This is an optimization exercise on Yosys and OpenROAD, whose aim is small area, not a production implementation. Only simulation tests tie the RTL to the original design; equivalence was not proved. Power and IR drop assume default switching activity.

==> config.mk <==
export PLATFORM = sky130hd
export DESIGN_NAME = uart_top
export DESIGN_NICKNAME = uart_top
export VERILOG_FILES = /design/flow/design.v
export SDC_FILE = /design/flow/constraint.sdc
export NUM_CORES = 4
export LEC_CHECK = 0
export CAP_MARGIN = 20
export CORE_MARGIN = 2
export CORE_UTILIZATION = 40
export SLEW_MARGIN = 20
==> constraint.sdc <==
create_clock -name core_clock -period 20.0 [get_ports {clk}]
set_input_delay 4.0000 -clock core_clock [delete_from_list [all_inputs] [get_ports {clk}]]
set_output_delay 4.0000 -clock core_clock [all_outputs]
set_load 0.01 [all_outputs]
==> design.v <==
module clk_gen
  #(
    parameter clk_freq = 50000000
  )
  (
  input clk,
  input rst,
  input [16:0] baud,
  output reg tx_clk,
  output reg rx_clk   
);
  reg [31:0] tx_max;
  reg [31:0] rx_max;
  reg [31:0] tx_count;
  reg [31:0] rx_count;
  always@(posedge clk ) begin
    case(baud)
        4800    : begin
          tx_max <= clk_freq / 4800 ;
          rx_max <= clk_freq/(4800*16);
        end
        9600    : begin
          tx_max <= clk_freq / 9600 ;
          rx_max <= clk_freq/(9600*16);
        end
        14400   : begin
          tx_max <= clk_freq / 14400 ;
          rx_max <= clk_freq/(14400*16);
        end
        19200   : begin
          tx_max <= clk_freq / 19200 ;
          rx_max <= clk_freq/(19200*16);
        end
        38400   : begin
          tx_max <= clk_freq / 38400 ;
          rx_max <= clk_freq/(38400*16);
        end
        57600   : begin
          tx_max <= clk_freq / 57600 ;
          rx_max <= clk_freq/(57600*16);
        end
        default : begin
          tx_max <= clk_freq / 9600 ;
          rx_max <= clk_freq/(9600*16);
        end
    endcase
  end
  always @(posedge clk or posedge rst) begin
    if(rst) begin
      tx_count <= 0;
      tx_clk <= 0;
    end
    else begin
      if(tx_count < tx_max) begin
        tx_count <= tx_count +1;
        tx_clk <= 1'b0;
      end
      else begin
        tx_count <= 0;
        tx_clk <= 1'b1;  
      end
    end
  end
  always @(posedge clk or posedge rst) begin
    if(rst) begin
      rx_count <= 0;
      rx_clk <= 0;
    end
    else begin
      if(rx_count < rx_max) begin
        rx_count <= rx_count +1;
        rx_clk <= 1'b0;
      end
      else begin
        rx_count <= 0;
        rx_clk <= 1'b1;  
      end
    end
  end
endmodule
module uart_tx(
  input clk,
  input tx_clk,
  input tx_start,
  input rst,
  input [7:0] tx_data,
  input [3:0] length,
  input parity_type,
  input parity_en,
  input stop2,
  output reg tx,
  output tx_done,
  output tx_err
);
  localparam [2:0] idle            = 3'd0,
                   start_bit       = 3'd1,
                   send_data       = 3'd2,
                   send_parity     = 3'd3,
                   send_first_stop = 3'd4,
                   send_sec_stop   = 3'd5,
                   done            = 3'd6;
  reg [7:0] tx_reg;
  reg parity_bit;
  reg [4:0] count;
  reg [2:0] state;
  reg [2:0] next_state;
  always@(posedge clk) begin
    if(tx_clk) begin
      if(parity_type == 1'b1)begin
        case(length)
          4'd5    : parity_bit <= ^(tx_data[4:0]);
          4'd6    : parity_bit <= ^(tx_data[5:0]);
          4'd7    : parity_bit <= ^(tx_data[6:0]);
          4'd8    : parity_bit <= ^(tx_data[7:0]);
          default : parity_bit <= ^(tx_data[7:0]);
        endcase
      end
      else begin
        case(length)
          4'd5    : parity_bit <= ~^(tx_data[4:0]);
          4'd6    : parity_bit <= ~^(tx_data[5:0]);
          4'd7    : parity_bit <= ~^(tx_data[6:0]);
          4'd8    : parity_bit <= ~^(tx_data[7:0]);
          default : parity_bit <= ~^(tx_data[7:0]);
        endcase
      end
    end
  end
  always@(posedge clk or posedge rst)begin
    if(rst)
      state <= idle;
    else if(tx_clk)
      state <= next_state;
  end
  always@(posedge clk) begin
    if(tx_clk && state == start_bit)
      tx_reg <= tx_data;
  end
  always @(*) begin
    next_state = idle;
    tx = 1'b1;
    case (state)
      idle : begin
        if(tx_start)
          next_state = start_bit;
        else
          next_state = idle;
      end
      start_bit : begin
        tx = 1'b0;
        next_state = send_data;
      end
      send_data : begin
        tx = tx_reg[count[2:0]];
        if(count < (length -1))
          next_state = send_data;
        else if (parity_en)
          next_state = send_parity;
        else
          next_state = send_first_stop;
      end
      send_parity : begin
        tx = parity_bit;
        next_state = send_first_stop;
      end
      send_first_stop : begin
        if(stop2)
          next_state = send_sec_stop;
        else
          next_state = done;
      end
      send_sec_stop : begin
        next_state = done;
      end
      done : begin
        next_state = idle;
      end
      default : next_state = idle;
    endcase
  end
  assign tx_done = (state == done);
  assign tx_err  = 1'b0;
  always @(posedge clk) begin
    if(tx_clk) begin
      case(state)
        send_data : count <= count +1;
        default   : count <= 0;
      endcase
    end
  end
endmodule
module uart_rx (
  input clk,
  input rx_clk,
  input rx_start,
  input rst,
  input rx,
  input [3:0] length,
  input parity_type,
  input parity_en,
  input stop2,
  output reg [7:0] rx_out,
  output rx_done,
  output reg rx_error
);
  localparam [2:0] idle             = 3'd0,
                   start_bit        = 3'd1,
                   recv_data        = 3'd2,
                   check_parity     = 3'd3,
                   check_first_stop = 3'd4,
                   check_sec_stop   = 3'd5,
                   done             = 3'd6;
  reg [7:0] datard;
  reg [4:0] count;
  reg [4:0] bit_count;
  reg [2:0] state;
  wire parity = parity_type ? ^rx_out : ~^rx_out;
  always @(posedge clk or posedge rst) begin
    if(rst) begin
      state <= idle;
      rx_error <= 1'b0;
      rx_out <= 8'd0;
    end
    else if(rx_clk) begin
      case(state)
        idle : begin
          rx_error <= 1'b0;
          if(rx_start && !rx)
            state <= start_bit;
        end
        start_bit : begin
          if(count == 7 && rx) begin  
            state <= idle;
            rx_error <= 1'b1;
          end
          else if(count == 15)
            state <= recv_data;
        end
        recv_data : begin
          if (count == 15 && bit_count == (length -1)) begin
            case(length)
              5 : rx_out <= datard[7:3];
              6 : rx_out <= datard[7:2];
              7 : rx_out <= datard[7:1];
              8 : rx_out <= datard[7:0];
              default : rx_out <= datard[7:0];
            endcase
            if(parity_en)
              state <= check_parity;
            else
              state <= check_first_stop;
          end
        end
        check_parity : begin
          if(count == 7)
            rx_error <= (rx != parity);
          else if(count == 15)
            state <= check_first_stop;
        end
        check_first_stop : begin
          if(count == 7)
            rx_error <= (rx != 1'b1);
          else if (count == 15) begin
            rx_error <= 1'b0;
            if(stop2)
              state <= check_sec_stop;
            else
              state <= done;
          end
        end
        check_sec_stop : begin
          if(count == 7)
            rx_error <= (rx != 1'b1);
          else if (count == 15) begin
            rx_error <= 1'b0;
            state <= done;
          end
        end
        done : begin
          rx_error <= 1'b0;
          state <= idle;
        end
        default : state <= idle;
      endcase
    end
  end
  assign rx_done = (state == done);
  always @(posedge clk) begin
    if(rx_clk) begin
      if(state == recv_data && count == 7)
        datard <= {rx, datard[7:1]};
    end
  end
  always @(posedge clk) begin
    if(rx_clk) begin
      case(state)
        idle : begin
          count <= 0;
          bit_count <= 0;
        end
        recv_data : begin
          if(count < 15)
            count <= count +1;
          else begin
            count <= 0;
            bit_count <= bit_count +1;
          end
        end
        default : begin
          if(count < 15)
            count <= count +1;
          else
            count <= 0;
        end
      endcase
    end
  end
endmodule
module uart_top #(
  parameter clk_freq = 50000000
  )
  (
  input clk,
  input rst,
  input tx_start,
  input rx_start,
  input [7:0] tx_data,
  input [16:0] baud,
  input [3:0] length,
  input parity_type,
  input parity_en,
  input stop2,
  output tx_done,
  output rx_done,
  output tx_err,
  output rx_err,
  output [7:0] rx_out
);
  wire tx_clk;
  wire rx_clk;
  wire tx_rx;
  clk_gen #(
    .clk_freq(clk_freq)
  ) clk_dut (
    .clk(clk),
    .rst(rst),
    .baud(baud),
    .tx_clk(tx_clk),
    .rx_clk(rx_clk)
  );
  uart_tx tx_dut (
    .clk        (clk),
    .tx_clk     (tx_clk),
    .tx_start   (tx_start),
    .rst        (rst),
    .tx_data    (tx_data),
    .length     (length),
    .parity_type(parity_type),
    .parity_en  (parity_en),
    .stop2      (stop2),
    .tx         (tx_rx),
    .tx_done    (tx_done),
    .tx_err     (tx_err)
  );
  uart_rx rx_dut(
    .clk        (clk),
    .rx_clk     (rx_clk),
    .rx_start   (rx_start),
    .rst        (rst),
    .rx_out     (rx_out),
    .length     (length),
    .parity_type(parity_type),
    .parity_en  (parity_en),
    .stop2      (stop2),
    .rx         (tx_rx),
    .rx_done    (rx_done),
    .rx_error   (rx_err)
  );
endmodule
==> run.sh <==
#!/bin/bash
# synth_recipe.tcl (not shown) runs the flow's synth.tcl, then flattens the netlist and writes it again
# the make line also repeats each setting of config.mk as NAME=value (left out here)
make -C /OpenROAD-flow-scripts/flow DESIGN_CONFIG=/design/flow/config.mk WORK_HOME=/design/flow/orfs CLKGATE_MAP_FILE= SYNTH_SCRIPT=/design/flow/synth_recipe.tcl finish
==> results.ini <==
[clock_tree]
cts_resized=0
hold_buffers=0
cts_buffers=17
htreeDepth=4
clk_pin_slew_ns=0.05
cts_buffer_depth=2
cts_setup_buffers=0
root_buffer=clkbuf_16
clock_sinks=126
clkLatencyLatePin_ns=0.41
cts_tree=yes

[sta]
hold_viol=0
hold-worst-slack_ns=0.498
tightest_slew_ns=0.893
fmax_ghz=0.154
fin_skew_ns=0.00958
period_needed_ns=6.51
setup_tns_ns=0
rsz0062_at_grt=no
setup_viol=0
relSlewSlack_pct=40.2
worst_slack_ns=13.49
fin_crit_sh_pct=32.6
slew_viol_final=0

[setup_path]
reg2reg_depth=9
startpoint_type=input pin
cp_cell_sequence=clkdlybuf4s50_1 > inv_1 > ha_1 > xnor2_1 > or4_1 > nor3_1 > nand3_1 > a21oi_1 > a21o_1
arrival_ns=6.86
r2r-end=rx_dut.rx_out[4]$_DFFE_PP0P_
reg2reg_from=rx_dut.count[0]$_SDFFCE_PP0P_
required_ns=20.35
critPathSlowestCell=clkdlybuf4s50_1
ff2ff_setup_slack_ns=17.04
crit_path_start=length[0]
worstPathMaxFanout=16
crit_path_end_kind=flip-flop
critPathMaxStageDelay_ns=0.59
critical_path_class=in -> reg

[final_layout]
nNetsFinal=725
fin_util_pct=50.3
synthToLayoutAreaGrowth_pct=22.8
fin_cells=879
layout-drive-gt1-share_pct=5.84
design_area_mm2=0.00767
reg_top3=clk_dut.rx_count x32, clk_dut.tx_count x32, clk_dut.rx_max x9
antennaDiodeCount=0

[synthesis]
synth_edf_count=32
synth_top_cell_area_share_pct=32.5
ys_seq_elements=126
synth_cells=570
avgSynthCellArea_um2=11.0
yosysMostFrequentCell=dfrtp_1
synth_cell_types=60
ys_top_cells_by_area=dfrtp_1 (32%), edfxtp_1 (15%), ha_1 (6.8%), xnor2_1 (4.8%), dfxtp_1 (4.2%)
synth-async-reset-ratio_pct=64.3
syn_area_mm2=0.00625
synthTopCellsByCount=dfrtp_1 (81), nor2_1 (38), nand2_1 (37)
ys_seq_area_share_pct=52.0
ys_warn_count=3
yosys.area.top_type=dfrtp_1
ys.flop_type=dfrtp_1

[pwr]
powerDensity_mw_per_mm2=98.7
power_frac_comb_pct=17.3
p_sw_mw=0.200
p_leak_nw=3.29
clkPwrFrac_pct=40.3
p_int_mw=0.557
total_power_mw=0.757
p_sw_share_pct=26.4
ir_drop_mv=0.0648
seq_power_share_pct=42.4

[placed_design]
post-place-ws_ns=13.07
gp_congestion=0.794
dp_hpwl_um=8850
port_buffers=46
dpl.cell_count=847
dpl_cell_area_mm2=0.00705

[detailed_routing]
vias=4435
wl_per_cell_um=14.1
viasPerCell=5.05
antenna_left=0
remaining_drc_errors=0
dr.pass1.iters=5
drt_iter0_drc=346
routed_wl_um=12400

[floorplan]
die_area_mm2=0.0166
fp.coreArea_mm2=0.0153
row_count=45
io_pins=48
start_util_pct=40.9
die_w_um=129
fp.dieH_um=129

[global_route]
track_usage_pct=16.1
grt_pass1_wl_um=21100
antenna_found_initial=0
grt_max_degree=82
grt_pass1_vias=4414
gr-total-overflow=0

[hold_path]
hold_path_depth=1
whs_endpoint=clk_dut.tx_count[0]$_DFF_PP0_
hp-class=reg -> reg
hold_start=clk_dut.tx_count[0]$_DFF_PP0_

[run_status]
run_status=no timing/DRC/antenna violations

[run]
maxCapViolCount=0

critical path, delay by kind of cell:
| family | cells | cell delay, ns |
|---|---|---|
| buffers and inverters | 2 | 0.69 |
| XOR/XNOR | 1 | 0.13 |
| adder cells (fa/ha/maj) | 1 | 0.34 |
| AND/OR/NAND/NOR | 3 | 1.30 |
| AO/OA/AOI/OAI | 2 | 0.41 |
kinds of logic after synthesis:
| logic type | after synthesis | share of synthesized area (%) |
|---|---|---|
| AND/OR/NAND/NOR | 181 | 14.9 |
| other | 1 | 0.0600 |
| flip-flops | 126 | 52.0 |
| buffers and inverters | 49 | 3.12 |
| adder cells (fa/ha/maj) | 34 | 6.81 |
| AO/OA/AOI/OAI | 118 | 12.9 |
| multiplexers | 8 | 2.04 |
| XOR/XNOR | 53 | 8.11 |
layout by cell type (no fill, tap or decap), drive strengths merged, types with 4 or more instances in the layout:
cell | synthesis | final
dfrtp | 81 | 81
clkdlybuf4s50 | 0 | 46
conb | 1 | 39
nor2 | 38 | 38
nand2 | 37 | 37
xnor2 | 34 | 34
ha | 34 | 34
edfxtp | 32 | 32
inv | 29 | 28
clkbuf | 18 | 26
a21oi | 25 | 25
nand3 | 21 | 21
a211oi | 21 | 21
o21ai | 20 | 20
a21o | 16 | 16
xor2 | 16 | 16
and3 | 13 | 13
dfxtp | 13 | 13
nor3 | 12 | 12
nand2b | 10 | 10
nand4 | 10 | 10
nor4 | 9 | 9
nand3b | 8 | 8
nor2b | 6 | 6
a222oi | 6 | 6
o21a | 5 | 5
clkinv | 0 | 5
and2 | 4 | 4
routing by layer:
| metal | vias to the layer above | track usage, % | wire (um) |
|---|---|---|---|
| met5 | - | 0 | 0 |
| met4 | 0 | 7.03 | 231 |
| met3 | 21 | 4.24 | 444 |
| met2 | 93 | 25.5 | 5900 |
| met1 | 2113 | 20.8 | 5830 |
| li1 | 2208 | - | - |
layout make-up:
| type | instances | area, um^2 |
|---|---|---|
| fill | 1334 | 7590 |
| sequential | 126 | 3250 |
| multi-input combinational | 433 | 2980 |
| clock buffer | 26 | 510 |
| timing repair buffer | 48 | 479 |
| tap | 211 | 264 |
| inverter | 29 | 110 |
| clock inverter | 6 | 80.1 |
power groups by stage:
stage          logic [mW]  clock network [mW]  registers [mW]
2_1_floorplan       0.112                   0           0.310
3_3_place_gp        0.127                   0           0.324
3_5_place_dp        0.130                   0           0.326
4_1_cts             0.131               0.312           0.321
5_1_grt             0.146               0.323           0.325
6_report            0.131               0.305           0.321
worst max-delay path by stage:
| stage | cells after the start | slack, ns | end |
|---|---|---|---|
| 6_report | 9 | 13.49 | rx_dut.rx_out[4]$_DFFE_PP0P_ |
| 2_1_floorplan | 1 | 13.92 | clk_dut.rx_clk$_DFF_PP0_ |
| 5_1_grt | 9 | 13.24 | rx_dut.rx_out[0]$_DFFE_PP0P_ |
| 3_5_place_dp | 9 | 13.07 | rx_dut.rx_out[4]$_DFFE_PP0P_ |
| 3_3_place_gp | 9 | 13.15 | rx_dut.rx_out[2]$_DFFE_PP0P_ |
| 4_1_cts | 9 | 13.50 | rx_dut.rx_out[4]$_DFFE_PP0P_ |

[afterwards: timing with drivers on the ports]
How much do the figures lean on ideal ports? The routed layout below was timed once more, with nothing changed but the port constraints. Step 1 sets driving cells, clkbuf_16 on the clock port and buf_2 on the other inputs (assumed; they add their load-dependent delay and slew). Step 2 times the ports against the registers' clock, not the clock port: input delays grow and output delays shrink by t, the midpoint of the rising clock arrivals with the driver on. Three values: no drivers, after step 1, after step 2; two values: the first two.
t (ns): 0.444
slack for setup (ns): 13.485 / 13.497 / 13.053
worst setup path after step 2: input to register
latest minus earliest clock arrival (ns): 0.010 / 0.010
After both steps this run still meets setup and hold. The setup slack of this run moves by +0.012 ns with the drivers and by -0.432 ns with both steps.
